This design comes from an exercise in tuning for small area on the open sky130 flow, not from production work.
In this exercise RTL edits were held to simulation tests only and were not proved equivalent to the original.

## flow/run.sh

```bash
#!/bin/bash
# synth_recipe.tcl (not shown) runs the flow's synth.tcl, then flattens the netlist and writes it again
# the make line also repeats each setting of config.mk as NAME=value (left out here)
make -C /OpenROAD-flow-scripts/flow DESIGN_CONFIG=/design/flow/config.mk WORK_HOME=/design/flow/orfs CLKGATE_MAP_FILE= SYNTH_SCRIPT=/design/flow/synth_recipe.tcl finish
```

## flow/config.mk

```make
export PLATFORM = sky130hd
export DESIGN_NAME = neural_pipeline_top
export DESIGN_NICKNAME = neural_pipeline_top
export VERILOG_FILES = /design/flow/design.v
export SDC_FILE = /design/flow/constraint.sdc
export NUM_CORES = 4
export LEC_CHECK = 0
export CAP_MARGIN = 20
export CORE_MARGIN = 2
export CORE_UTILIZATION = 40
export CTS_BUF_LIST = sky130_fd_sc_hd__clkbuf_8
export SLEW_MARGIN = 20
export SYNTH_HIERARCHICAL = 1
```

## flow/constraint.sdc

```tcl
create_clock -name core_clock -period 25.0 [get_ports {clk}]
set_input_delay 5.0000 -clock core_clock [delete_from_list [all_inputs] [get_ports {clk}]]
set_output_delay 5.0000 -clock core_clock [all_outputs]
set_load 0.01 [all_outputs]
```

## flow/design.v

```verilog
`timescale 1ns / 1ps
module fa (input wire a, input wire b, input wire c, output wire s, output wire co);
    assign s = a ^ b ^ c;
    assign co = (a & b) | (a & c) | (b & c);
endmodule
module ha (input wire a, input wire b, output wire s, output wire co);
    assign s = a ^ b;
    assign co = a & b;
endmodule
module mj (input wire a, input wire b, input wire c, output wire y);
    assign y = (a & b) | (a & c) | (b & c);
endmodule
`timescale 1ns / 1ps
`timescale 1ns / 1ps
`timescale 1ns / 1ps
`timescale 1ns / 1ps
module neural_pipeline_top (
    input wire clk,
    input wire rst,
    input wire signed [15:0] raw_in,
    output wire signed [15:0] vel_out
);
    genvar i;
    reg [15:0] x1, x2, y1, y2;
    wire f1;
    wire f2;
    wire f3;
    wire f4;
    wire f5;
    wire f6;
    wire f7;
    wire f8;
    wire f9;
    wire f10;
    wire f11;
    wire f12;
    wire f13;
    wire f14;
    wire f15;
    wire f16;
    wire f17;
    wire f18;
    wire f19;
    wire f20;
    wire f21;
    wire f22;
    wire f23;
    wire f24;
    wire f25;
    wire f26;
    wire f27;
    wire f28;
    wire f29;
    wire f30;
    wire f31;
    wire f32;
    wire f33;
    wire f34;
    wire f35;
    wire f36;
    wire f37;
    wire f38;
    wire f39;
    wire f40;
    wire f41;
    wire f42;
    wire f43;
    wire f44;
    wire f45;
    wire f46;
    wire f47;
    wire f48;
    wire f49;
    wire f50;
    wire f51;
    wire f52;
    wire f53;
    wire f54;
    wire f55;
    wire f56;
    wire f57;
    wire f58;
    wire f59;
    wire f60;
    wire f61;
    wire f62;
    wire f63;
    wire f64;
    wire f65;
    wire f66;
    wire f67;
    wire f68;
    wire f69;
    wire f70;
    wire f71;
    wire f72;
    wire f73;
    wire f74;
    wire f75;
    wire f76;
    wire f77;
    wire f78;
    wire f79;
    wire f80;
    wire f81;
    wire f82;
    wire f83;
    wire f84;
    wire f85;
    wire f86;
    wire f87;
    wire f88;
    wire f89;
    wire f90;
    wire f91;
    wire f92;
    wire f93;
    wire f94;
    wire f95;
    wire f96;
    wire f97;
    wire f98;
    wire f99;
    wire f100;
    wire f101;
    wire f102;
    wire f103;
    wire f104;
    wire f105;
    wire f106;
    wire f107;
    wire f108;
    wire f109;
    wire f110;
    wire f111;
    wire f112;
    wire f113;
    wire f114;
    wire f115;
    wire f116;
    wire f117;
    wire f118;
    wire f119;
    wire f120;
    wire f121;
    wire f122;
    wire f123;
    wire f124;
    wire f125;
    wire f126;
    wire f127;
    wire f128;
    wire f129;
    wire f130;
    wire f131;
    wire f132;
    wire f133;
    wire f134;
    wire f135;
    wire f136;
    wire f137;
    wire f138;
    wire f139;
    wire f140;
    wire f141;
    wire f142;
    wire f143;
    wire f144;
    wire f145;
    wire f146;
    wire f147;
    wire f148;
    wire f149;
    wire f150;
    wire f151;
    wire f152;
    wire f153;
    wire f154;
    wire f155;
    wire f156;
    wire f157;
    wire f158;
    wire f159;
    wire f160;
    wire f161;
    wire f162;
    wire f163;
    wire f164;
    wire f165;
    wire f166;
    wire f167;
    wire f168;
    wire f169;
    wire f170;
    wire f171;
    wire f172;
    wire f173;
    wire f174;
    wire f175;
    wire f176;
    wire f177;
    wire f178;
    wire f179;
    wire f180;
    wire f181;
    wire f182;
    wire f183;
    wire f184;
    wire f185;
    wire f186;
    wire f187;
    wire f188;
    wire f189;
    wire f190;
    wire f191;
    wire f192;
    wire f193;
    wire f194;
    wire f195;
    wire f196;
    wire f197;
    wire f198;
    wire f199;
    wire f200;
    wire f201;
    wire f202;
    wire f203;
    wire f204;
    wire f205;
    wire f206;
    wire f207;
    wire f208;
    wire f209;
    wire f210;
    wire f211;
    wire f212;
    wire f213;
    wire f214;
    wire f215;
    wire f216;
    wire f217;
    wire f218;
    wire f219;
    wire f220;
    wire f221;
    wire f222;
    wire f223;
    wire f224;
    wire f225;
    wire f226;
    wire f227;
    wire f228;
    wire f229;
    wire f230;
    wire f231;
    wire f232;
    wire f233;
    wire f234;
    wire f235;
    wire f236;
    wire f237;
    wire f238;
    wire f239;
    wire f240;
    wire f241;
    wire f242;
    wire f243;
    wire f244;
    wire f245;
    wire f246;
    wire f247;
    wire f248;
    wire f249;
    wire f250;
    wire f251;
    wire f252;
    wire f253;
    wire f254;
    wire f255;
    wire f256;
    wire f257;
    wire f258;
    wire f259;
    wire f260;
    wire f261;
    wire f262;
    wire f263;
    wire f264;
    wire f265;
    wire f266;
    wire f267;
    wire f268;
    wire f269;
    wire f270;
    wire f271;
    wire f272;
    wire f273;
    wire f274;
    wire f275;
    wire f276;
    wire f277;
    wire f278;
    wire f279;
    wire f280;
    wire f281;
    wire f282;
    wire f283;
    wire f284;
    wire f285;
    wire f286;
    wire f287;
    wire f288;
    wire f289;
    wire f290;
    wire f291;
    wire f292;
    wire f293;
    wire f294;
    wire f295;
    wire f296;
    wire f297;
    wire f298;
    wire f299;
    wire f300;
    wire f301;
    wire f302;
    wire f303;
    wire f304;
    wire f305;
    wire f306;
    wire f307;
    wire f308;
    wire f309;
    wire f310;
    wire f311;
    wire f312;
    wire f313;
    wire f314;
    wire f315;
    wire f316;
    wire f317;
    wire f318;
    wire f319;
    wire f320;
    wire f321;
    wire f322;
    wire f323;
    wire f324;
    wire f325;
    wire f326;
    wire f327;
    wire f328;
    wire f329;
    wire f330;
    wire f331;
    wire f332;
    wire f333;
    wire f334;
    wire f335;
    wire f336;
    wire f337;
    wire f338;
    wire f339;
    wire f340;
    wire f341;
    wire f342;
    wire f343;
    wire f344;
    wire f345;
    wire f346;
    wire f347;
    wire f348;
    wire f349;
    wire f350;
    wire f351;
    wire f352;
    wire f353;
    wire f354;
    wire f355;
    wire f356;
    wire f357;
    wire f358;
    wire f359;
    wire f360;
    wire f361;
    wire f362;
    wire f363;
    wire f364;
    wire f365;
    wire f366;
    wire f367;
    wire f368;
    wire f369;
    wire f370;
    wire f371;
    wire f372;
    wire f373;
    wire f374;
    wire f375;
    wire f376;
    wire f377;
    wire f378;
    wire f379;
    wire f380;
    wire f381;
    wire f382;
    wire f383;
    wire f384;
    wire f385;
    wire f386;
    wire f387;
    wire f388;
    wire f389;
    wire f390;
    wire f391;
    wire f392;
    wire f393;
    wire f394;
    wire f395;
    wire f396;
    wire f397;
    wire f398;
    wire f399;
    wire f400;
    wire f401;
    wire f402;
    wire f403;
    wire f404;
    wire f405;
    wire f406;
    wire f407;
    wire f408;
    wire f409;
    wire f410;
    wire f411;
    wire f412;
    wire f413;
    wire f414;
    wire f415;
    wire f416;
    wire f417;
    wire f418;
    wire f419;
    wire f420;
    wire f421;
    wire f422;
    wire f423;
    wire f424;
    wire f425;
    wire f426;
    wire f427;
    wire f428;
    wire f429;
    wire f430;
    wire f431;
    wire f432;
    wire f433;
    wire f434;
    wire f435;
    wire f436;
    wire f437;
    wire f438;
    wire f439;
    wire f103_n = ~f103;
    wire f111_n = ~f111;
    wire f113_n = ~f113;
    wire f114_n = ~f114;
    wire f128_n = ~f128;
    wire f133_n = ~f133;
    wire f137_n = ~f137;
    wire f143_n = ~f143;
    wire f151_n = ~f151;
    wire f158_n = ~f158;
    wire f164_n = ~f164;
    wire f187_n = ~f187;
    wire f19_n = ~f19;
    wire f195_n = ~f195;
    wire f20_n = ~f20;
    wire f215_n = ~f215;
    wire f225_n = ~f225;
    wire f235_n = ~f235;
    wire f245_n = ~f245;
    wire f257_n = ~f257;
    wire f263_n = ~f263;
    wire f271_n = ~f271;
    wire f285_n = ~f285;
    wire f299_n = ~f299;
    wire f304_n = ~f304;
    wire f313_n = ~f313;
    wire f319_n = ~f319;
    wire f327_n = ~f327;
    wire f33_n = ~f33;
    wire f333_n = ~f333;
    wire f341_n = ~f341;
    wire f342_n = ~f342;
    wire f347_n = ~f347;
    wire f35_n = ~f35;
    wire f359_n = ~f359;
    wire f369_n = ~f369;
    wire f379_n = ~f379;
    wire f380_n = ~f380;
    wire f385_n = ~f385;
    wire f393_n = ~f393;
    wire f396_n = ~f396;
    wire f401_n = ~f401;
    wire f407_n = ~f407;
    wire f410_n = ~f410;
    wire f43_n = ~f43;
    wire f44_n = ~f44;
    wire f57_n = ~f57;
    wire f59_n = ~f59;
    wire f67_n = ~f67;
    wire f68_n = ~f68;
    wire f7_n = ~f7;
    wire f81_n = ~f81;
    wire f83_n = ~f83;
    wire f9_n = ~f9;
    wire f91_n = ~f91;
    wire f92_n = ~f92;
    wire f95_n = ~f95;
    wire raw_in_15_n = ~raw_in[15];
    wire x1_0_n = ~x1[0];
    wire x1_12_n = ~x1[12];
    wire x1_13_n = ~x1[13];
    wire x1_3_n = ~x1[3];
    wire x1_6_n = ~x1[6];
    wire x1_9_n = ~x1[9];
    wire y1_15_n = ~y1[15];
    wire y2_0_n = ~y2[0];
    wire y2_12_n = ~y2[12];
    wire y2_13_n = ~y2[13];
    wire y2_15_n = ~y2[15];
    wire y2_3_n = ~y2[3];
    wire y2_6_n = ~y2[6];
    wire y2_9_n = ~y2[9];
    ha f1_ha (.a(x2[0]), .b(raw_in[0]), .s(f1), .co(f2));
    fa f3_fa (.a(x1_0_n), .b(x2[1]), .c(y1[0]), .s(f3), .co(f4));
    fa f5_fa (.a(f3), .b(raw_in[1]), .c(f2), .s(f5), .co(f6));
    ha f7_ha (.a(y2_0_n), .b(f5), .s(f7), .co(f8));
    fa f9_fa (.a(x2[2]), .b(y1[1]), .c(f4), .s(f9), .co(f10));
    fa f11_fa (.a(x1[1]), .b(y2[1]), .c(f9_n), .s(f11), .co(f12));
    fa f13_fa (.a(raw_in[2]), .b(f6), .c(f8), .s(f13), .co(f14));
    assign f15 = ~(~f11 ^ f13);
    assign f16 = ~f11 | f13;
    fa f17_fa (.a(x2[3]), .b(y1[2]), .c(f10), .s(f17), .co(f18));
    fa f19_fa (.a(x1[2]), .b(y2[2]), .c(f12), .s(f19), .co(f20));
    fa f21_fa (.a(f17), .b(f19_n), .c(raw_in[3]), .s(f21), .co(f22));
    fa f23_fa (.a(f21), .b(f14), .c(f16), .s(f23), .co(f24));
    fa f25_fa (.a(x1_3_n), .b(x2[4]), .c(y1[3]), .s(f25), .co(f26));
    fa f27_fa (.a(y2_3_n), .b(f25), .c(f18), .s(f27), .co(f28));
    fa f29_fa (.a(f27), .b(raw_in[4]), .c(f22), .s(f29), .co(f30));
    fa f31_fa (.a(f20_n), .b(f29), .c(f24), .s(f31), .co(f32));
    fa f33_fa (.a(x2[5]), .b(y1[4]), .c(f26), .s(f33), .co(f34));
    fa f35_fa (.a(x1[4]), .b(y2[4]), .c(f33_n), .s(f35), .co(f36));
    fa f37_fa (.a(f28), .b(raw_in[5]), .c(f30), .s(f37), .co(f38));
    fa f39_fa (.a(f35_n), .b(f37), .c(f32), .s(f39), .co(f40));
    fa f41_fa (.a(x2[6]), .b(y1[5]), .c(f34), .s(f41), .co(f42));
    fa f43_fa (.a(x1[5]), .b(y2[5]), .c(f36), .s(f43), .co(f44));
    fa f45_fa (.a(f41), .b(f43_n), .c(raw_in[6]), .s(f45), .co(f46));
    fa f47_fa (.a(f45), .b(f38), .c(f40), .s(f47), .co(f48));
    fa f49_fa (.a(x1_6_n), .b(x2[7]), .c(y1[6]), .s(f49), .co(f50));
    fa f51_fa (.a(y2_6_n), .b(f49), .c(f42), .s(f51), .co(f52));
    fa f53_fa (.a(f51), .b(raw_in[7]), .c(f46), .s(f53), .co(f54));
    fa f55_fa (.a(f44_n), .b(f53), .c(f48), .s(f55), .co(f56));
    fa f57_fa (.a(x2[8]), .b(y1[7]), .c(f50), .s(f57), .co(f58));
    fa f59_fa (.a(x1[7]), .b(y2[7]), .c(f57_n), .s(f59), .co(f60));
    fa f61_fa (.a(f52), .b(raw_in[8]), .c(f54), .s(f61), .co(f62));
    fa f63_fa (.a(f59_n), .b(f61), .c(f56), .s(f63), .co(f64));
    fa f65_fa (.a(x2[9]), .b(y1[8]), .c(f58), .s(f65), .co(f66));
    fa f67_fa (.a(x1[8]), .b(y2[8]), .c(f60), .s(f67), .co(f68));
    fa f69_fa (.a(f65), .b(f67_n), .c(raw_in[9]), .s(f69), .co(f70));
    fa f71_fa (.a(f69), .b(f62), .c(f64), .s(f71), .co(f72));
    fa f73_fa (.a(x1_9_n), .b(x2[10]), .c(y1[9]), .s(f73), .co(f74));
    fa f75_fa (.a(y2_9_n), .b(f73), .c(f66), .s(f75), .co(f76));
    fa f77_fa (.a(f75), .b(raw_in[10]), .c(f70), .s(f77), .co(f78));
    fa f79_fa (.a(f68_n), .b(f77), .c(f72), .s(f79), .co(f80));
    fa f81_fa (.a(x2[11]), .b(y1[10]), .c(f74), .s(f81), .co(f82));
    fa f83_fa (.a(x1[10]), .b(y2[10]), .c(f81_n), .s(f83), .co(f84));
    fa f85_fa (.a(f76), .b(raw_in[11]), .c(f78), .s(f85), .co(f86));
    fa f87_fa (.a(f83_n), .b(f85), .c(f80), .s(f87), .co(f88));
    fa f89_fa (.a(x2[12]), .b(y1[11]), .c(f82), .s(f89), .co(f90));
    fa f91_fa (.a(x1[11]), .b(y2[11]), .c(f84), .s(f91), .co(f92));
    fa f93_fa (.a(f89), .b(f91_n), .c(raw_in[12]), .s(f93), .co(f94));
    fa f95_fa (.a(f93), .b(f86), .c(f88), .s(f95), .co(f96));
    fa f97_fa (.a(x1_12_n), .b(x2[13]), .c(y1[12]), .s(f97), .co(f98));
    fa f99_fa (.a(y2_12_n), .b(f97), .c(f90), .s(f99), .co(f100));
    fa f101_fa (.a(f99), .b(raw_in[13]), .c(f94), .s(f101), .co(f102));
    fa f103_fa (.a(f92_n), .b(f101), .c(f96), .s(f103), .co(f104));
    fa f105_fa (.a(x2[14]), .b(y1[13]), .c(f98), .s(f105), .co(f106));
    fa f107_fa (.a(x1_13_n), .b(y2_13_n), .c(f105), .s(f107), .co(f108));
    fa f109_fa (.a(f100), .b(raw_in[14]), .c(f102), .s(f109), .co(f110));
    fa f111_fa (.a(f107), .b(f109), .c(f104), .s(f111), .co(f112));
    fa f113_fa (.a(x1[14]), .b(x2[15]), .c(y2[14]), .s(f113), .co(f114));
    fa f115_fa (.a(y1[14]), .b(f113_n), .c(f106), .s(f115), .co(f116));
    fa f117_fa (.a(f108), .b(f115), .c(raw_in_15_n), .s(f117), .co(f118));
    fa f119_fa (.a(f117), .b(f110), .c(f112), .s(f119), .co(f120));
    fa f121_fa (.a(x1[15]), .b(y1_15_n), .c(y2[15]), .s(f121), .co(f122));
    fa f123_fa (.a(f114_n), .b(f121), .c(f116), .s(f123), .co(f124));
    fa f125_fa (.a(f123), .b(f118), .c(f120), .s(f125), .co(f126));
    fa f127_fa (.a(f122), .b(f124), .c(f126), .s(f127), .co(f128));
    ha f129_ha (.a(y1[0]), .b(y2[0]), .s(f129), .co(f130));
    fa f131_fa (.a(y1[1]), .b(y2[1]), .c(f130), .s(f131), .co(f132));
    fa f133_fa (.a(y1[2]), .b(y2[2]), .c(f132), .s(f133), .co(f134));
    fa f135_fa (.a(y1[3]), .b(y2[3]), .c(f134), .s(f135), .co(f136));
    fa f137_fa (.a(y1[4]), .b(y2[4]), .c(f136), .s(f137), .co(f138));
    fa f139_fa (.a(y1[5]), .b(y2[5]), .c(f138), .s(f139), .co(f140));
    fa f141_fa (.a(y1[6]), .b(y2[6]), .c(f140), .s(f141), .co(f142));
    fa f143_fa (.a(y1[7]), .b(y2[7]), .c(f142), .s(f143), .co(f144));
    fa f145_fa (.a(y1[8]), .b(y2[8]), .c(f144), .s(f145), .co(f146));
    fa f147_fa (.a(y1[9]), .b(y2[9]), .c(f146), .s(f147), .co(f148));
    fa f149_fa (.a(y1[10]), .b(y2[10]), .c(f148), .s(f149), .co(f150));
    fa f151_fa (.a(y1[11]), .b(y2[11]), .c(f150), .s(f151), .co(f152));
    fa f153_fa (.a(y1[12]), .b(y2[12]), .c(f152), .s(f153), .co(f154));
    fa f155_fa (.a(y1[13]), .b(y2[13]), .c(f154), .s(f155), .co(f156));
    fa f157_fa (.a(y1[14]), .b(y2[14]), .c(f156), .s(f157), .co(f158));
    fa f159_fa (.a(y1[15]), .b(y2[15]), .c(f158_n), .s(f159), .co(f160));
    assign f161 = ~(f129 ^ ~f1);
    assign f162 = f129 | ~f1;
    mj f164_mj (.a(f131), .b(f162), .c(f7_n), .y(f164));
    fa f165_fa (.a(f129), .b(f133_n), .c(f1), .s(f165), .co(f166));
    mj f168_mj (.a(f165), .b(f164_n), .c(f15), .y(f168));
    fa f169_fa (.a(f131), .b(f166), .c(f7), .s(f169), .co(f170));
    fa f171_fa (.a(f169), .b(f168), .c(f23), .s(f171), .co(f172));
    assign f173 = ~(f135 ^ ~f171);
    assign f174 = f135 | ~f171;
    fa f175_fa (.a(f133), .b(f137_n), .c(f1), .s(f175), .co(f176));
    fa f177_fa (.a(f175), .b(f170), .c(f15), .s(f177), .co(f178));
    fa f179_fa (.a(f177), .b(f31), .c(f172), .s(f179), .co(f180));
    assign f181 = ~(f174 ^ ~f179);
    assign f182 = f174 | ~f179;
    fa f183_fa (.a(f135), .b(f176), .c(f7), .s(f183), .co(f184));
    fa f185_fa (.a(f183), .b(f178), .c(f23), .s(f185), .co(f186));
    fa f187_fa (.a(f185), .b(f39), .c(f180), .s(f187), .co(f188));
    mj f190_mj (.a(f139), .b(f182), .c(f187_n), .y(f190));
    fa f191_fa (.a(f137), .b(f184), .c(f15), .s(f191), .co(f192));
    fa f193_fa (.a(f191), .b(f31), .c(f186), .s(f193), .co(f194));
    fa f195_fa (.a(f193), .b(f47), .c(f188), .s(f195), .co(f196));
    mj f198_mj (.a(f141), .b(f190), .c(f195_n), .y(f198));
    fa f199_fa (.a(f139), .b(f143_n), .c(f1), .s(f199), .co(f200));
    fa f201_fa (.a(f199), .b(f192), .c(f23), .s(f201), .co(f202));
    fa f203_fa (.a(f201), .b(f39), .c(f194), .s(f203), .co(f204));
    fa f205_fa (.a(f203), .b(f55), .c(f196), .s(f205), .co(f206));
    assign f207 = ~(f198 ^ ~f205);
    assign f208 = f198 | ~f205;
    fa f209_fa (.a(f141), .b(f200), .c(f7), .s(f209), .co(f210));
    fa f211_fa (.a(f209), .b(f31), .c(f202), .s(f211), .co(f212));
    fa f213_fa (.a(f211), .b(f47), .c(f204), .s(f213), .co(f214));
    fa f215_fa (.a(f213), .b(f63), .c(f206), .s(f215), .co(f216));
    mj f218_mj (.a(f145), .b(f208), .c(f215_n), .y(f218));
    fa f219_fa (.a(f143), .b(f210), .c(f15), .s(f219), .co(f220));
    fa f221_fa (.a(f219), .b(f39), .c(f212), .s(f221), .co(f222));
    fa f223_fa (.a(f221), .b(f55), .c(f214), .s(f223), .co(f224));
    fa f225_fa (.a(f223), .b(f71), .c(f216), .s(f225), .co(f226));
    mj f228_mj (.a(f147), .b(f218), .c(f225_n), .y(f228));
    fa f229_fa (.a(f145), .b(f220), .c(f23), .s(f229), .co(f230));
    fa f231_fa (.a(f229), .b(f47), .c(f222), .s(f231), .co(f232));
    fa f233_fa (.a(f231), .b(f63), .c(f224), .s(f233), .co(f234));
    fa f235_fa (.a(f233), .b(f79), .c(f226), .s(f235), .co(f236));
    mj f238_mj (.a(f149), .b(f228), .c(f235_n), .y(f238));
    fa f239_fa (.a(f147), .b(f31), .c(f230), .s(f239), .co(f240));
    fa f241_fa (.a(f239), .b(f55), .c(f232), .s(f241), .co(f242));
    fa f243_fa (.a(f241), .b(f71), .c(f234), .s(f243), .co(f244));
    fa f245_fa (.a(f243), .b(f87), .c(f236), .s(f245), .co(f246));
    mj f248_mj (.a(f151), .b(f238), .c(f245_n), .y(f248));
    fa f249_fa (.a(y2[0]), .b(f153), .c(f1), .s(f249), .co(f250));
    fa f251_fa (.a(f149), .b(f39), .c(f240), .s(f251), .co(f252));
    fa f253_fa (.a(f251), .b(f63), .c(f242), .s(f253), .co(f254));
    fa f255_fa (.a(f253), .b(f79), .c(f244), .s(f255), .co(f256));
    fa f257_fa (.a(f255), .b(f95), .c(f246), .s(f257), .co(f258));
    fa f259_fa (.a(f249), .b(f248), .c(f257_n), .s(f259), .co(f260));
    fa f261_fa (.a(y2[1]), .b(f155), .c(f250), .s(f261), .co(f262));
    fa f263_fa (.a(f151_n), .b(f7), .c(f261), .s(f263), .co(f264));
    fa f265_fa (.a(f263_n), .b(f47), .c(f252), .s(f265), .co(f266));
    fa f267_fa (.a(f265), .b(f71), .c(f254), .s(f267), .co(f268));
    fa f269_fa (.a(f267), .b(f87), .c(f256), .s(f269), .co(f270));
    fa f271_fa (.a(f269), .b(f103), .c(f258), .s(f271), .co(f272));
    ha f273_ha (.a(f260), .b(f271_n), .s(f273), .co(f274));
    fa f275_fa (.a(y2[2]), .b(f157), .c(f262), .s(f275), .co(f276));
    fa f277_fa (.a(f264), .b(f275), .c(f15), .s(f277), .co(f278));
    fa f279_fa (.a(f153), .b(f55), .c(f266), .s(f279), .co(f280));
    fa f281_fa (.a(f279), .b(f79), .c(f268), .s(f281), .co(f282));
    fa f283_fa (.a(f281), .b(f95), .c(f270), .s(f283), .co(f284));
    fa f285_fa (.a(f283), .b(f111), .c(f272), .s(f285), .co(f286));
    fa f287_fa (.a(f277), .b(f274), .c(f285_n), .s(f287), .co(f288));
    fa f289_fa (.a(y2_3_n), .b(f155), .c(f159), .s(f289), .co(f290));
    fa f291_fa (.a(f276), .b(f278), .c(f23), .s(f291), .co(f292));
    fa f293_fa (.a(f289), .b(f63), .c(f280), .s(f293), .co(f294));
    fa f295_fa (.a(f293), .b(f87), .c(f282), .s(f295), .co(f296));
    fa f297_fa (.a(f295), .b(f103), .c(f284), .s(f297), .co(f298));
    fa f299_fa (.a(f297), .b(f119), .c(f286), .s(f299), .co(f300));
    fa f301_fa (.a(f291), .b(f288), .c(f299_n), .s(f301), .co(f302));
    fa f303_fa (.a(f157), .b(f160), .c(f290), .s(f303), .co(f304));
    fa f305_fa (.a(y2[4]), .b(f31), .c(f292), .s(f305), .co(f306));
    fa f307_fa (.a(f303), .b(f71), .c(f294), .s(f307), .co(f308));
    fa f309_fa (.a(f307), .b(f95), .c(f296), .s(f309), .co(f310));
    fa f311_fa (.a(f309), .b(f111), .c(f298), .s(f311), .co(f312));
    fa f313_fa (.a(f311), .b(f125), .c(f300), .s(f313), .co(f314));
    fa f315_fa (.a(f305), .b(f302), .c(f313_n), .s(f315), .co(f316));
    fa f317_fa (.a(y2[5]), .b(f159), .c(f304_n), .s(f317), .co(f318));
    fa f319_fa (.a(f317), .b(f39), .c(f306), .s(f319), .co(f320));
    fa f321_fa (.a(f319_n), .b(f79), .c(f308), .s(f321), .co(f322));
    fa f323_fa (.a(f321), .b(f103), .c(f310), .s(f323), .co(f324));
    fa f325_fa (.a(f323), .b(f119), .c(f312), .s(f325), .co(f326));
    fa f327_fa (.a(f325), .b(f127), .c(f314), .s(f327), .co(f328));
    fa f329_fa (.a(f316), .b(f327_n), .c(f315), .s(f329), .co(f330));
    fa f331_fa (.a(y2[6]), .b(f160), .c(f318), .s(f331), .co(f332));
    fa f333_fa (.a(f331), .b(f47), .c(f320), .s(f333), .co(f334));
    fa f335_fa (.a(f333_n), .b(f87), .c(f322), .s(f335), .co(f336));
    fa f337_fa (.a(f335), .b(f111), .c(f324), .s(f337), .co(f338));
    fa f339_fa (.a(f337), .b(f125), .c(f326), .s(f339), .co(f340));
    fa f341_fa (.a(f128), .b(f330), .c(f329), .s(f341), .co(f342));
    fa f343_fa (.a(f339), .b(f328), .c(f341_n), .s(f343), .co(f344));
    fa f345_fa (.a(y2[7]), .b(f332), .c(f55), .s(f345), .co(f346));
    fa f347_fa (.a(f334), .b(f345), .c(f95_n), .s(f347), .co(f348));
    fa f349_fa (.a(f336), .b(f119), .c(f338), .s(f349), .co(f350));
    fa f351_fa (.a(f349), .b(f128), .c(f127), .s(f351), .co(f352));
    fa f353_fa (.a(f347_n), .b(f340), .c(f351), .s(f353), .co(f354));
    fa f355_fa (.a(f353), .b(f342_n), .c(f344), .s(f355), .co(f356));
    fa f357_fa (.a(y2[8]), .b(f63), .c(f346), .s(f357), .co(f358));
    fa f359_fa (.a(f357), .b(f103_n), .c(f348), .s(f359), .co(f360));
    fa f361_fa (.a(f125), .b(f350), .c(f352), .s(f361), .co(f362));
    fa f363_fa (.a(f359_n), .b(f128_n), .c(f354), .s(f363), .co(f364));
    fa f365_fa (.a(f361), .b(f363), .c(f356), .s(f365), .co(f366));
    fa f367_fa (.a(y2[9]), .b(f71), .c(f358), .s(f367), .co(f368));
    fa f369_fa (.a(f367), .b(f111_n), .c(f360), .s(f369), .co(f370));
    fa f371_fa (.a(f128), .b(f127), .c(f362), .s(f371), .co(f372));
    fa f373_fa (.a(f369_n), .b(f364), .c(f371), .s(f373), .co(f374));
    fa f375_fa (.a(f373), .b(f366), .c(f365), .s(f375), .co(f376));
    fa f377_fa (.a(y2[10]), .b(f79), .c(f368), .s(f377), .co(f378));
    fa f379_fa (.a(f377), .b(f370), .c(f128), .s(f379), .co(f380));
    fa f381_fa (.a(f119), .b(f379_n), .c(f372), .s(f381), .co(f382));
    fa f383_fa (.a(f374), .b(f381), .c(f376), .s(f383), .co(f384));
    fa f385_fa (.a(y2[11]), .b(f87), .c(f378), .s(f385), .co(f386));
    fa f387_fa (.a(f385_n), .b(f125), .c(f128), .s(f387), .co(f388));
    fa f389_fa (.a(f380_n), .b(f387), .c(f382), .s(f389), .co(f390));
    fa f391_fa (.a(f389), .b(f384), .c(f383), .s(f391), .co(f392));
    fa f393_fa (.a(y2[12]), .b(f95), .c(f386), .s(f393), .co(f394));
    fa f395_fa (.a(f393_n), .b(f127), .c(f388), .s(f395), .co(f396));
    fa f397_fa (.a(f395), .b(f390), .c(f392), .s(f397), .co(f398));
    fa f399_fa (.a(y2[13]), .b(f103), .c(f394), .s(f399), .co(f400));
    fa f401_fa (.a(f399), .b(f128), .c(f396_n), .s(f401), .co(f402));
    fa f403_fa (.a(f401_n), .b(f398), .c(f397), .s(f403), .co(f404));
    fa f405_fa (.a(y2[14]), .b(f111), .c(f400), .s(f405), .co(f406));
    fa f407_fa (.a(f405), .b(f128_n), .c(f402), .s(f407), .co(f408));
    fa f409_fa (.a(f407_n), .b(f404), .c(f403), .s(f409), .co(f410));
    fa f411_fa (.a(y2_15_n), .b(f119), .c(f406), .s(f411), .co(f412));
    fa f413_fa (.a(f411), .b(f408), .c(f410_n), .s(f413), .co(f414));
    fa f415_fa (.a(f125), .b(f412), .c(f414), .s(f415), .co(f416));
    fa f417_fa (.a(f127), .b(f416), .c(f415), .s(f417), .co(f418));
    assign f419 = ~f128 ^ f418 ^ f417;
    assign f421 = f259;
    assign f422 = f273;
    assign f423 = f287;
    assign f424 = f301;
    assign f425 = ~f315;
    assign f426 = ~f329;
    assign f427 = ~f343;
    assign f428 = ~f355;
    assign f429 = f365;
    assign f430 = ~f375;
    assign f431 = f383;
    assign f432 = ~f391;
    assign f433 = f397;
    assign f434 = f403;
    assign f435 = ~f409;
    assign f436 = f413;
    assign f437 = ~f415;
    assign f438 = ~f417;
    assign f439 = ~f419;
    wire [30:12] ya;
    assign ya[12] = f421;
    assign ya[13] = f422;
    assign ya[14] = f423;
    assign ya[15] = f424;
    assign ya[16] = f425;
    assign ya[17] = f426;
    assign ya[18] = f427;
    assign ya[19] = f428;
    assign ya[20] = f429;
    assign ya[21] = f430;
    assign ya[22] = f431;
    assign ya[23] = f432;
    assign ya[24] = f433;
    assign ya[25] = f434;
    assign ya[26] = f435;
    assign ya[27] = f436;
    assign ya[28] = f437;
    assign ya[29] = f438;
    assign ya[30] = f439;
    wire ovf = (ya[30] != ya[27]) | (ya[29] != ya[27]) | (ya[28] != ya[27]);
    wire [15:0] y_comb = ovf ? {ya[30], {15{~ya[30]}}} : ya[27:12];
    always @(posedge clk) begin
        if (rst) begin
            x1 <= 0;
            x2 <= 0;
            y1 <= 0;
            y2 <= 0;
        end else begin
            x1 <= raw_in;
            x2 <= x1;
            y1 <= y_comb;
            y2 <= y1;
        end
    end
    reg [28:0] acc;
    wire [14:0] ax = y2[14:0] ^ {15{y2[15]}};
    wire cin = y2[15] & (|y2[14:0]);
    wire t1;
    wire t2;
    wire t3;
    wire t4;
    wire t5;
    wire t6;
    wire t7;
    wire t8;
    wire t9;
    wire t10;
    wire t11;
    wire t12;
    wire t13;
    wire t14;
    wire t15;
    wire t16;
    wire t17;
    wire t18;
    wire t19;
    wire t20;
    wire t21;
    wire t22;
    wire t23;
    wire t24;
    wire t25;
    wire t26;
    wire t27;
    wire t28;
    wire t29;
    wire t30;
    wire t31;
    wire t32;
    wire t33;
    wire t34;
    wire t35;
    wire t36;
    wire t37;
    wire t38;
    wire t39;
    wire t40;
    wire t41;
    wire t42;
    wire t43;
    wire t44;
    wire t45;
    wire t46;
    wire t47;
    wire t48;
    wire t49;
    wire t50;
    wire t51;
    wire t52;
    wire t53;
    wire t54;
    wire t55;
    wire t56;
    wire t57;
    wire t58;
    wire t59;
    wire t60;
    wire t61;
    wire t62;
    wire t63;
    wire t64;
    wire t65;
    wire t66;
    wire t67;
    wire t68;
    wire t69;
    wire t70;
    wire t71;
    wire t72;
    wire t73;
    wire t74;
    wire t75;
    wire t76;
    wire t77;
    wire t78;
    wire t79;
    wire t80;
    wire t81;
    wire t82;
    wire t83;
    wire t84;
    wire t85;
    wire t86;
    wire t87;
    wire t88;
    wire t89;
    wire t90;
    wire t91;
    wire t92;
    wire t93;
    wire t94;
    wire t95;
    wire t96;
    wire t97;
    wire t98;
    wire t99;
    wire t100;
    wire t101;
    wire t102;
    wire t103;
    wire t104;
    wire t105;
    wire t106;
    wire t107;
    wire t108;
    wire t109;
    wire t110;
    wire t111;
    wire t112;
    wire t113;
    wire t114;
    wire t115;
    wire t116;
    wire t117;
    wire t118;
    wire t119;
    wire t120;
    wire t121;
    wire t122;
    wire t123;
    wire t124;
    wire t125;
    wire t126;
    wire t127;
    wire t128;
    wire t129;
    wire t130;
    wire t131;
    wire t132;
    wire t133;
    wire t134;
    wire t135;
    wire t136;
    wire t137;
    wire t138;
    wire t139;
    wire t140;
    wire t141;
    wire t142;
    wire t143;
    wire t144;
    wire t145;
    wire t146;
    wire t147;
    wire t148;
    wire t149;
    wire t150;
    wire t151;
    wire t152;
    wire t153;
    wire t154;
    wire t155;
    wire t156;
    wire t157;
    wire t158;
    wire t159;
    wire t160;
    wire t161;
    wire t162;
    wire t163;
    wire t164;
    wire t165;
    wire t166;
    wire t167;
    wire t168;
    wire t169;
    wire t170;
    wire t171;
    wire t172;
    wire t173;
    wire t174;
    wire t175;
    wire t176;
    wire t177;
    wire t178;
    wire t179;
    wire t180;
    wire t181;
    wire t182;
    wire t183;
    wire t184;
    wire t185;
    wire t186;
    wire t187;
    wire t188;
    wire t189;
    wire t190;
    wire t191;
    wire t192;
    wire t193;
    wire t194;
    wire t195;
    wire t196;
    wire t197;
    wire t198;
    wire t199;
    wire t200;
    wire t201;
    wire t202;
    wire t203;
    wire t204;
    wire t205;
    wire t206;
    wire t207;
    wire t208;
    wire t209;
    wire t210;
    wire t211;
    wire t212;
    wire t213;
    wire t214;
    wire t215;
    wire t216;
    wire t217;
    wire t218;
    wire t219;
    wire t220;
    wire t221;
    wire t222;
    wire t223;
    wire t224;
    wire t225;
    wire t226;
    wire t227;
    wire t228;
    wire acc_15_n = ~acc[15];
    wire acc_16_n = ~acc[16];
    wire acc_17_n = ~acc[17];
    wire acc_18_n = ~acc[18];
    wire acc_19_n = ~acc[19];
    wire acc_20_n = ~acc[20];
    wire acc_21_n = ~acc[21];
    wire acc_22_n = ~acc[22];
    wire acc_23_n = ~acc[23];
    wire acc_24_n = ~acc[24];
    wire acc_25_n = ~acc[25];
    wire acc_26_n = ~acc[26];
    wire acc_27_n = ~acc[27];
    wire acc_28_n = ~acc[28];
    fa t1_fa (.a(acc[0]), .b(ax[0]), .c(cin), .s(t1), .co(t2));
    assign t3 = ~(~acc[14] ^ t1);
    assign t4 = ~acc[14] | t1;
    fa t5_fa (.a(acc[1]), .b(ax[1]), .c(t2), .s(t5), .co(t6));
    fa t7_fa (.a(acc_15_n), .b(t4), .c(t5), .s(t7), .co(t8));
    fa t9_fa (.a(acc[2]), .b(acc_16_n), .c(ax[2]), .s(t9), .co(t10));
    fa t11_fa (.a(t9), .b(t6), .c(t8), .s(t11), .co(t12));
    fa t13_fa (.a(acc[3]), .b(ax[3]), .c(t10), .s(t13), .co(t14));
    fa t15_fa (.a(acc_17_n), .b(t13), .c(t12), .s(t15), .co(t16));
    fa t17_fa (.a(acc[4]), .b(ax[4]), .c(t14), .s(t17), .co(t18));
    fa t19_fa (.a(acc_18_n), .b(t17), .c(t16), .s(t19), .co(t20));
    fa t21_fa (.a(acc[5]), .b(acc_19_n), .c(ax[5]), .s(t21), .co(t22));
    fa t23_fa (.a(t21), .b(t18), .c(t20), .s(t23), .co(t24));
    fa t25_fa (.a(acc[6]), .b(ax[6]), .c(t22), .s(t25), .co(t26));
    fa t27_fa (.a(acc_20_n), .b(t25), .c(t24), .s(t27), .co(t28));
    fa t29_fa (.a(acc[7]), .b(ax[7]), .c(t26), .s(t29), .co(t30));
    fa t31_fa (.a(acc_21_n), .b(t29), .c(t28), .s(t31), .co(t32));
    fa t33_fa (.a(acc[8]), .b(acc_22_n), .c(ax[8]), .s(t33), .co(t34));
    fa t35_fa (.a(t33), .b(t30), .c(t32), .s(t35), .co(t36));
    fa t37_fa (.a(acc[9]), .b(ax[9]), .c(t34), .s(t37), .co(t38));
    fa t39_fa (.a(acc_23_n), .b(t37), .c(t36), .s(t39), .co(t40));
    fa t41_fa (.a(acc[10]), .b(ax[10]), .c(t38), .s(t41), .co(t42));
    fa t43_fa (.a(acc_24_n), .b(t41), .c(t40), .s(t43), .co(t44));
    fa t45_fa (.a(acc[11]), .b(acc_25_n), .c(ax[11]), .s(t45), .co(t46));
    fa t47_fa (.a(t45), .b(t42), .c(t44), .s(t47), .co(t48));
    fa t49_fa (.a(acc[12]), .b(ax[12]), .c(t46), .s(t49), .co(t50));
    fa t51_fa (.a(acc_26_n), .b(t49), .c(t48), .s(t51), .co(t52));
    fa t53_fa (.a(acc[13]), .b(ax[13]), .c(t50), .s(t53), .co(t54));
    fa t55_fa (.a(acc_27_n), .b(t53), .c(t52), .s(t55), .co(t56));
    fa t57_fa (.a(acc[14]), .b(acc_28_n), .c(ax[14]), .s(t57), .co(t58));
    fa t59_fa (.a(t57), .b(t54), .c(t56), .s(t59), .co(t60));
    fa t61_fa (.a(acc[15]), .b(t58), .c(t60), .s(t61), .co(t62));
    fa t63_fa (.a(acc[16]), .b(t62), .c(t61), .s(t63), .co(t64));
    fa t65_fa (.a(acc[17]), .b(t64), .c(t63), .s(t65), .co(t66));
    fa t67_fa (.a(acc[18]), .b(t66), .c(t65), .s(t67), .co(t68));
    fa t69_fa (.a(acc[19]), .b(t68), .c(t67), .s(t69), .co(t70));
    fa t71_fa (.a(acc[20]), .b(t70), .c(t69), .s(t71), .co(t72));
    fa t73_fa (.a(acc[21]), .b(t72), .c(t71), .s(t73), .co(t74));
    fa t75_fa (.a(acc[22]), .b(t74), .c(t73), .s(t75), .co(t76));
    fa t77_fa (.a(acc[23]), .b(t76), .c(t75), .s(t77), .co(t78));
    fa t79_fa (.a(acc[24]), .b(t78), .c(t77), .s(t79), .co(t80));
    fa t81_fa (.a(acc[25]), .b(t80), .c(t79), .s(t81), .co(t82));
    fa t83_fa (.a(acc[26]), .b(t82), .c(t81), .s(t83), .co(t84));
    fa t85_fa (.a(acc[27]), .b(t84), .c(t83), .s(t85), .co(t86));
    assign t87 = acc[28] ^ t86 ^ t85;
    assign t89 = t3;
    assign t90 = t7;
    assign t91 = t11;
    assign t92 = t15;
    assign t93 = t19;
    assign t94 = t23;
    assign t95 = t27;
    assign t96 = t31;
    assign t97 = t35;
    assign t98 = t39;
    assign t99 = t43;
    assign t100 = t47;
    assign t101 = t51;
    assign t102 = t55;
    assign t103 = t59;
    assign t104 = ~t61;
    assign t105 = ~t63;
    assign t106 = ~t65;
    assign t107 = ~t67;
    assign t108 = ~t69;
    assign t109 = ~t71;
    assign t110 = ~t73;
    assign t111 = ~t75;
    assign t112 = ~t77;
    assign t113 = ~t79;
    assign t114 = ~t81;
    assign t115 = ~t83;
    assign t116 = ~t85;
    assign t117 = ~t87;
    ha t118_ha (.a(acc[16]), .b(acc[14]), .s(t118), .co(t119));
    fa t120_fa (.a(acc[17]), .b(acc[15]), .c(t119), .s(t120), .co(t121));
    fa t122_fa (.a(acc[18]), .b(acc[16]), .c(t121), .s(t122), .co(t123));
    fa t124_fa (.a(acc[19]), .b(acc[17]), .c(t123), .s(t124), .co(t125));
    fa t126_fa (.a(acc[20]), .b(acc[18]), .c(t125), .s(t126), .co(t127));
    fa t128_fa (.a(acc[21]), .b(acc[19]), .c(t127), .s(t128), .co(t129));
    fa t130_fa (.a(acc[22]), .b(acc[20]), .c(t129), .s(t130), .co(t131));
    fa t132_fa (.a(acc[23]), .b(acc[21]), .c(t131), .s(t132), .co(t133));
    fa t134_fa (.a(acc[24]), .b(acc[22]), .c(t133), .s(t134), .co(t135));
    fa t136_fa (.a(acc[25]), .b(acc[23]), .c(t135), .s(t136), .co(t137));
    fa t138_fa (.a(acc[26]), .b(acc[24]), .c(t137), .s(t138), .co(t139));
    fa t140_fa (.a(acc[27]), .b(acc[25]), .c(t139), .s(t140), .co(t141));
    fa t142_fa (.a(acc[28]), .b(acc[26]), .c(t141), .s(t142), .co(t143));
    ha t144_ha (.a(acc[27]), .b(t143), .s(t144), .co(t145));
    ha t146_ha (.a(acc[28]), .b(t145), .s(t146), .co(t147));
    ha t148_ha (.a(acc[14]), .b(t120), .s(t148), .co(t149));
    fa t150_fa (.a(acc[15]), .b(t149), .c(t122), .s(t150), .co(t151));
    fa t152_fa (.a(t118), .b(t124), .c(t151), .s(t152), .co(t153));
    fa t154_fa (.a(t120), .b(t126), .c(t153), .s(t154), .co(t155));
    fa t156_fa (.a(t122), .b(t128), .c(t155), .s(t156), .co(t157));
    fa t158_fa (.a(t124), .b(t130), .c(t157), .s(t158), .co(t159));
    fa t160_fa (.a(t126), .b(t132), .c(t159), .s(t160), .co(t161));
    fa t162_fa (.a(t128), .b(t134), .c(t161), .s(t162), .co(t163));
    fa t164_fa (.a(t130), .b(t136), .c(t163), .s(t164), .co(t165));
    fa t166_fa (.a(t132), .b(t138), .c(t165), .s(t166), .co(t167));
    fa t168_fa (.a(t134), .b(t140), .c(t167), .s(t168), .co(t169));
    fa t170_fa (.a(t136), .b(t142), .c(t169), .s(t170), .co(t171));
    fa t172_fa (.a(t138), .b(t144), .c(t171), .s(t172), .co(t173));
    fa t174_fa (.a(t140), .b(t146), .c(t173), .s(t174), .co(t175));
    fa t176_fa (.a(t142), .b(t147), .c(t175), .s(t176), .co(t177));
    assign t178 = t144 ^ t177;
    assign t180 = t148;
    assign t181 = t150;
    assign t182 = t152;
    assign t183 = t154;
    assign t184 = t156;
    assign t185 = t158;
    assign t186 = t160;
    assign t187 = t162;
    assign t188 = t164;
    assign t189 = t166;
    assign t190 = t168;
    assign t191 = t170;
    assign t192 = t172;
    assign t193 = t174;
    assign t194 = t176;
    assign t195 = t178;
    assign t197 = y1[0] & m[0];
    mj t199_mj (.a(y1[1]), .b(m[1]), .c(t197), .y(t199));
    mj t201_mj (.a(y1[2]), .b(m[2]), .c(t199), .y(t201));
    mj t203_mj (.a(y1[3]), .b(m[3]), .c(t201), .y(t203));
    mj t205_mj (.a(y1[4]), .b(m[4]), .c(t203), .y(t205));
    mj t207_mj (.a(y1[5]), .b(m[5]), .c(t205), .y(t207));
    mj t209_mj (.a(y1[6]), .b(m[6]), .c(t207), .y(t209));
    mj t211_mj (.a(y1[7]), .b(m[7]), .c(t209), .y(t211));
    mj t213_mj (.a(y1[8]), .b(m[8]), .c(t211), .y(t213));
    mj t215_mj (.a(y1[9]), .b(m[9]), .c(t213), .y(t215));
    mj t217_mj (.a(y1[10]), .b(m[10]), .c(t215), .y(t217));
    mj t219_mj (.a(y1[11]), .b(m[11]), .c(t217), .y(t219));
    mj t221_mj (.a(y1[12]), .b(m[12]), .c(t219), .y(t221));
    mj t223_mj (.a(y1[13]), .b(m[13]), .c(t221), .y(t223));
    mj t225_mj (.a(y1[14]), .b(m[14]), .c(t223), .y(t225));
    mj t227_mj (.a(y1[15]), .b(m[15]), .c(t225), .y(t227));
    assign t228 = t227;
    wire [28:0] acc_nx;
    assign acc_nx[0] = t89;
    assign acc_nx[1] = t90;
    assign acc_nx[2] = t91;
    assign acc_nx[3] = t92;
    assign acc_nx[4] = t93;
    assign acc_nx[5] = t94;
    assign acc_nx[6] = t95;
    assign acc_nx[7] = t96;
    assign acc_nx[8] = t97;
    assign acc_nx[9] = t98;
    assign acc_nx[10] = t99;
    assign acc_nx[11] = t100;
    assign acc_nx[12] = t101;
    assign acc_nx[13] = t102;
    assign acc_nx[14] = t103;
    assign acc_nx[15] = t104;
    assign acc_nx[16] = t105;
    assign acc_nx[17] = t106;
    assign acc_nx[18] = t107;
    assign acc_nx[19] = t108;
    assign acc_nx[20] = t109;
    assign acc_nx[21] = t110;
    assign acc_nx[22] = t111;
    assign acc_nx[23] = t112;
    assign acc_nx[24] = t113;
    assign acc_nx[25] = t114;
    assign acc_nx[26] = t115;
    assign acc_nx[27] = t116;
    assign acc_nx[28] = t117;
    wire [15:0] m;
    assign m[0] = t180;
    assign m[1] = t181;
    assign m[2] = t182;
    assign m[3] = t183;
    assign m[4] = t184;
    assign m[5] = t185;
    assign m[6] = t186;
    assign m[7] = t187;
    assign m[8] = t188;
    assign m[9] = t189;
    assign m[10] = t190;
    assign m[11] = t191;
    assign m[12] = t192;
    assign m[13] = t193;
    assign m[14] = t194;
    assign m[15] = t195;
    wire c16 = t228;
    always @(posedge clk) begin
        if (rst)
            acc <= 0;
        else
            acc <= acc_nx;
    end
    wire m1;
    wire m2;
    wire m3;
    wire m4;
    wire m5;
    wire m6;
    wire m7;
    wire m8;
    wire m9;
    wire m10;
    wire m11;
    wire m12;
    wire m13;
    wire m14;
    wire m15;
    wire m16;
    wire m17;
    wire m18;
    wire m19;
    wire m20;
    wire m21;
    wire m22;
    wire m23;
    wire m24;
    wire m25;
    wire m26;
    wire m27;
    wire m28;
    wire m29;
    wire m30;
    wire m31;
    wire m32;
    wire m33;
    assign m1 = y1[0];
    assign m2 = y1[1] | m1;
    assign m3 = y1[2] | m2;
    assign m4 = y1[3] | m3;
    assign m5 = y1[4] & m4;
    assign m6 = y1[5] | m5;
    assign m7 = y1[6] & m6;
    assign m8 = y1[7] & m7;
    assign m9 = y1[8] | m8;
    assign m10 = y1[9] & m9;
    assign m11 = y1[10] | m10;
    assign m12 = y1[11] & m11;
    assign m13 = y1[12] | m12;
    assign m14 = y1[13] | m13;
    assign m15 = y1[14] | m14;
    assign m16 = ~y1[15] | m15;
    assign m17 = S[0];
    assign m18 = S[1] | m17;
    assign m19 = S[2] | m18;
    assign m20 = S[3] | m19;
    assign m21 = S[4] | m20;
    assign m22 = S[5] | m21;
    assign m23 = S[6] | m22;
    assign m24 = S[7] | m23;
    assign m25 = S[8] | m24;
    assign m26 = S[9] | m25;
    assign m27 = S[10] | m26;
    assign m28 = S[11] | m27;
    assign m29 = S[12] & m28;
    assign m30 = S[13] | m29;
    assign m31 = S[14] & m30;
    assign m32 = S[15] | m31;
    assign m33 = S[16] | m32;
    wire above = m16;
    wire over = m33;
    wire mz = ~|m[14:0];
    wire below = m[15] ? (~mz & ~(y1[15] ^ c16)) : (y1[15] & ~c16);
    reg [4:0] timer;
    wire idle = (timer == 5'd0);
    wire spike = (timer == 5'd20);
    wire [5:0] tbw;                    
    assign tbw[0] = 1'b1;
    generate for (i = 0; i < 5; i = i + 1) begin : g_dec
        assign tbw[i+1] = tbw[i] & ~timer[i];
    end endgenerate
    always @(posedge clk) begin
        if (rst)
            timer <= 0;
        else if (!idle)
            timer <= timer ^ tbw[4:0];
        else if (below && above)
            timer <= 5'd20;
    end
    reg [10:0] u;
    wire [11:0] uc;
    assign uc[0] = 1'b1;
    generate for (i = 0; i < 11; i = i + 1) begin : g_inc
        assign uc[i+1] = uc[i] & u[i];
    end endgenerate
    wire u_last = (u == 11'd1499);
    wire u_zero = (u == 11'd0);         
    wire upd = (u == 11'd1);            
    reg [6:0] w;
    wire done = (w == 7'd22);
    wire [6:0] w_nx = {w[5:0], ~(w[6] ^ w[5])};
    always @(posedge clk) begin
        if (rst) begin
            u <= 11'd1;
            w <= 7'd0;
        end else begin
            u <= u_last ? 11'd0 : (u ^ uc[10:0]);
            if (u_zero && !done)
                w <= w_nx;
        end
    end
    wire sp = done & spike;
    wire pwin = (u[10:4] == 7'd0);                
    wire mult = pwin & (u[3] | u[2]);             
    wire kbit = ~u[1] | (u[3] & u[2]);            
    reg pending;
    wire add = ~pwin & ~u_last & (sp | pending);  
    always @(posedge clk) begin
        if (rst)
            pending <= 1'b0;
        else
            pending <= pwin & (pending | sp);
    end
    reg [16:0] S;
    reg [14:0] v;
    wire [16:0] bop = mult ? (kbit ? {2'b00, v} : 17'd0) : (add ? 17'd819 : 17'd0);
    wire s1;
    wire s2;
    wire s3;
    wire s4;
    wire s5;
    wire s6;
    wire s7;
    wire s8;
    wire s9;
    wire s10;
    wire s11;
    wire s12;
    wire s13;
    wire s14;
    wire s15;
    wire s16;
    wire s17;
    wire s18;
    wire s19;
    wire s20;
    wire s21;
    wire s22;
    wire s23;
    wire s24;
    wire s25;
    wire s26;
    wire s27;
    wire s28;
    wire s29;
    wire s30;
    wire s31;
    wire s32;
    wire s33;
    wire s34;
    wire s35;
    wire s36;
    wire s37;
    wire s38;
    wire s39;
    wire s40;
    wire s41;
    wire s42;
    wire s43;
    wire s44;
    wire s45;
    wire s46;
    wire s47;
    wire s48;
    wire s49;
    wire s50;
    wire s51;
    ha s1_ha (.a(S[0]), .b(bop[0]), .s(s1), .co(s2));
    fa s3_fa (.a(S[1]), .b(bop[1]), .c(s2), .s(s3), .co(s4));
    fa s5_fa (.a(S[2]), .b(bop[2]), .c(s4), .s(s5), .co(s6));
    fa s7_fa (.a(S[3]), .b(bop[3]), .c(s6), .s(s7), .co(s8));
    fa s9_fa (.a(S[4]), .b(bop[4]), .c(s8), .s(s9), .co(s10));
    fa s11_fa (.a(S[5]), .b(bop[5]), .c(s10), .s(s11), .co(s12));
    fa s13_fa (.a(S[6]), .b(bop[6]), .c(s12), .s(s13), .co(s14));
    fa s15_fa (.a(S[7]), .b(bop[7]), .c(s14), .s(s15), .co(s16));
    fa s17_fa (.a(S[8]), .b(bop[8]), .c(s16), .s(s17), .co(s18));
    fa s19_fa (.a(S[9]), .b(bop[9]), .c(s18), .s(s19), .co(s20));
    fa s21_fa (.a(S[10]), .b(bop[10]), .c(s20), .s(s21), .co(s22));
    fa s23_fa (.a(S[11]), .b(bop[11]), .c(s22), .s(s23), .co(s24));
    fa s25_fa (.a(S[12]), .b(bop[12]), .c(s24), .s(s25), .co(s26));
    fa s27_fa (.a(S[13]), .b(bop[13]), .c(s26), .s(s27), .co(s28));
    fa s29_fa (.a(S[14]), .b(bop[14]), .c(s28), .s(s29), .co(s30));
    fa s31_fa (.a(S[15]), .b(bop[15]), .c(s30), .s(s31), .co(s32));
    assign s33 = S[16] ^ bop[16] ^ s32;
    assign s35 = s1;
    assign s36 = s3;
    assign s37 = s5;
    assign s38 = s7;
    assign s39 = s9;
    assign s40 = s11;
    assign s41 = s13;
    assign s42 = s15;
    assign s43 = s17;
    assign s44 = s19;
    assign s45 = s21;
    assign s46 = s23;
    assign s47 = s25;
    assign s48 = s27;
    assign s49 = s29;
    assign s50 = s31;
    assign s51 = s33;
    wire [16:0] ssum;
    assign ssum[0] = s35;
    assign ssum[1] = s36;
    assign ssum[2] = s37;
    assign ssum[3] = s38;
    assign ssum[4] = s39;
    assign ssum[5] = s40;
    assign ssum[6] = s41;
    assign ssum[7] = s42;
    assign ssum[8] = s43;
    assign ssum[9] = s44;
    assign ssum[10] = s45;
    assign ssum[11] = s46;
    assign ssum[12] = s47;
    assign ssum[13] = s48;
    assign ssum[14] = s49;
    assign ssum[15] = s50;
    assign ssum[16] = s51;
    always @(posedge clk) begin
        if (rst || upd)
            S <= 0;
        else if (mult)
            S <= {1'b0, ssum[16:1]};
        else
            S <= ssum;
        if (rst)
            v <= 0;
        else if (upd)
            v <= over ? 15'd20480 : S[14:0];
    end
    assign vel_out = {1'b0, v};
endmodule
```

==> reports/metrics.cfg <==
[timing]
tightest_slew_ns=1.053
skew_ns=0.01603
setup-tns-final_ns=0
max_slew_margin_pct=29.34
report.final.hold_viol_count=0
fin_crit_sh_pct=85.05
max_freq_mhz=47.03
rsz0062_at_grt=false
period_needed_ns=21.26
maxSlewViolCount=0
finalSetupViolCount=0

[logic_synthesis]
synthCells=913
postSynthAreaPerCell_um2=12.67
synth_seq_cells=149
synth_area_um2=11570
ys_seq_area_share_pct=25.78
yosysUniqueCellTypes=57
synth_warnings=7

[cells_and_area]
layout_common_cells=275 x fa_1, 149 x dfxtp_1, 100 x inv_1, 56 x nor2b_1, 37 x nor2_1
fin_area_um2=12640
drive_gt1_share_pct=9.015
multi_input_area_um2=8063
diodes=0
register_area_um2=2983
area_growth_pct=9.246
fin_nets=1261
layout.cells.most_common=fa_1
fillers=2621

[global_route]
grt_pass1_vias=7453
grt_max_degree=85
grt_pass1_wl_um=40250
grt_usage_pct=17.39
grt_overflow=0
antenna_found_initial=0

[cts]
cts-root-buf=clkbuf_8
cts_buffers=17
clock_latency_ns=0.46
cts_resized=0
hold_buffers=0
clkTransAtPathRegs_ns=0.10
cts_tree=yes
cts_sinks=149
postCtsSetupBuffers=0
cts_max_path_buffers=2
htreeDepth=4

[worst_setup_path]
setup.worst_path.start_class=input port
r2r_cells=46
slowest_stage=fa_1
max_stage_delay_ns=0.76
timing.rr.start=y1[0]$_SDFF_PP0_
worstSetupPathType=in2reg
r2r_slack_ns=6.10
cp_common_cell=fa_1
cp.arrival_ns=21.56
rr_endpoint=y1[7]$_SDFF_PP0_
setup.worst_path.end_class=flop
crit_path_max_fanout=15
required_ns=25.29

[routing]
via_count=6480
drc=0
first_iter_violations=334
vias_per_cell=4.843
routed_wl_um=23790
ant_nets=0
firstDrtPassIters=5
routedWlPerCell_um=17.78

[placement]
dpl_cell_area_um2=12250
place.gp.congestion=0.8812
dp_hpwl_um=19120
portBuffers=32

[run]
drv_cap=0

[die]
fp-row-count=62
dieArea_um2=30300
die_y_um=174.1
die_w_um=174.1
coreArea_um2=28630
io_pins=34
initial_core_util_pct=40.42

[hold_path]
hold_class=reg2reg
holdPathEnd=x2[12]$_SDFF_PP0_
holdCritStartpoint=x1[12]$_SDFF_PP0_
hold_depth=2

[status]
status=complete, no violations

==> worst max path at each step <==
stage / start / slack (ns) / cells after the start / end
3_5_place_dp: raw_in[0] / 3.27 / 45 / y1[13]$_SDFF_PP0_
6_report: raw_in[0] / 3.74 / 45 / y1[7]$_SDFF_PP0_
2_1_floorplan: raw_in[0] / 4.63 / 46 / y1[0]$_SDFF_PP0_
4_1_cts: raw_in[0] / 3.74 / 45 / y1[7]$_SDFF_PP0_
3_3_place_gp: raw_in[0] / 3.50 / 45 / y1[4]$_SDFF_PP0_
5_1_grt: raw_in[0] / 3.09 / 46 / y1[11]$_SDFF_PP0_
==> per-layer routing <==
metal / GRT usage (%) / share of wire, % / vias up
li1: - / - / 2929
met1: 23.54 / 46 / 3414
met2: 28.54 / 49 / 108
met3: 3.171 / 3.1 / 29
met4: 5.497 / 2.1 / 0
met5: 0 / 0 / -
==> state kept, by name, indices dropped and copies added (netlist names) <==
register	cells
v	15
x1	16
w	7
S	17
y2	16
u	11
x2	16
timer	5
y1	16
acc	29
pending	1
==> Yosys stat by module (local to each module, per instance) <==
module | cells | times used
fa | 1 | 275
mj | 1 | 23
ha | 1 | 9
neural_pipeline_top | 606 | 1
==> critical path: cells and delay by family <==
kind	cells	cell delay (ns)
AOI/OAI and AO/OA	2	0.55
xor gates and xnor gates	1	0.57
buffers and inverters	6	0.70
and+or+nand+nor	1	0.48
adders and majority gates	35	14.25
==> logic make-up (layout without fill, tap and decap cells) <==
logic type	count (synthesis)	in the layout	synth area share, %
other	1	2	0.03241
buffers and inverters	127	167	4.564
muxes	7	7	0.6056
DFF	149	149	25.78
and+or+nand+nor	204	204	9.733
AOI/OAI and AO/OA	76	76	4.748
adders and majority gates	325	325	52.72
xor gates and xnor gates	24	24	1.817
==> final cells by class <==
class / instances / share of cell area (%)
multi-input combinational: 638 / 63.79
sequential: 149 / 23.60
tap: 384 / 3.801
inverter: 100 / 2.970
timing repair buffer: 36 / 2.752
clock buffer: 20 / 2.178
clock inverter: 11 / 0.9107
==> stage by stage <==
stage | worst slack (ns) | util, % | std cells | hold slack, ns
finish | 3.738 | 44.16 | 1338 | 0.4497
global placement | 3.498 | 42.79 | 1307 | 0.4509
global route | 3.091 | 44.16 | 1338 | 0.5045
floorplan | 4.629 | - | 914 | 0.4412
detailed placement | 3.274 | 42.79 | 1307 | 0.4574
CTS | 3.741 | 44.16 | 1338 | 0.4711
==> cells in the mapped netlist (all sizes together) <==
| master | n | share of area (%) |
|---|---|---|
| a32oi | 1 | 0.076 |
| maj3 | 24 | 2.3 |
| a2111oi | 1 | 0.076 |
| conb | 1 | 0.032 |
| or3 | 4 | 0.22 |
| nor2b | 56 | 3.0 |
| a22o | 12 | 0.91 |
| nand2 | 36 | 1.2 |
| xor2 | 17 | 1.3 |
| nor3 | 8 | 0.35 |
| clkbuf | 15 | 0.49 |
| xnor2 | 7 | 0.53 |
| fa | 275 | 48 |
| nand4 | 2 | 0.11 |
| o211ai | 8 | 0.52 |
| a21o | 8 | 0.53 |
| mux2i | 7 | 0.61 |
| or4 | 1 | 0.097 |
| buf | 12 | 0.83 |
| nor4 | 14 | 0.89 |
| dfxtp | 149 | 26 |
| nand4b | 2 | 0.15 |
| o21ai | 4 | 0.17 |
| ha | 26 | 2.8 |
| a31oi | 1 | 0.054 |
| o21bai | 1 | 0.065 |
| or2 | 9 | 0.49 |
| and2 | 11 | 0.61 |
| a21oi | 33 | 1.8 |
| a211oi | 3 | 0.30 |
| a41oi | 2 | 0.15 |
| nor3b | 3 | 0.24 |
| nor2 | 38 | 1.3 |
| nand2b | 2 | 0.11 |
| inv | 100 | 3.2 |
| and3 | 10 | 0.58 |
| nand3b | 1 | 0.065 |
| nand3 | 6 | 0.30 |
| and4b | 1 | 0.087 |
| o32ai | 1 | 0.076 |
| o21a | 1 | 0.065 |

[re-timing with driven ports]
The results above use ideal ports. As a check the final layout listed here was re-extracted and re-timed, cells and wires unchanged. Step 1 sets driving cells, clkbuf_16 on the clock port and buf_2 on the other inputs (assumed; they add their load-dependent delay and slew). Step 2 times the ports against the registers' clock, not the clock port: input delays grow and output delays shrink by t, the midpoint of the rising clock arrivals with the driver on. a / b / c = ideal / step 1 / step 2; a / b = the first two.
t, ns: 0.499
setup slack, ns: 3.738 / 3.762 / 3.263
latest minus earliest clock arrival (ns): 0.017 / 0.017
After both steps setup and hold are still met in this run. The setup slack of this run moves by +0.024 ns with the drivers and by -0.475 ns with both steps.
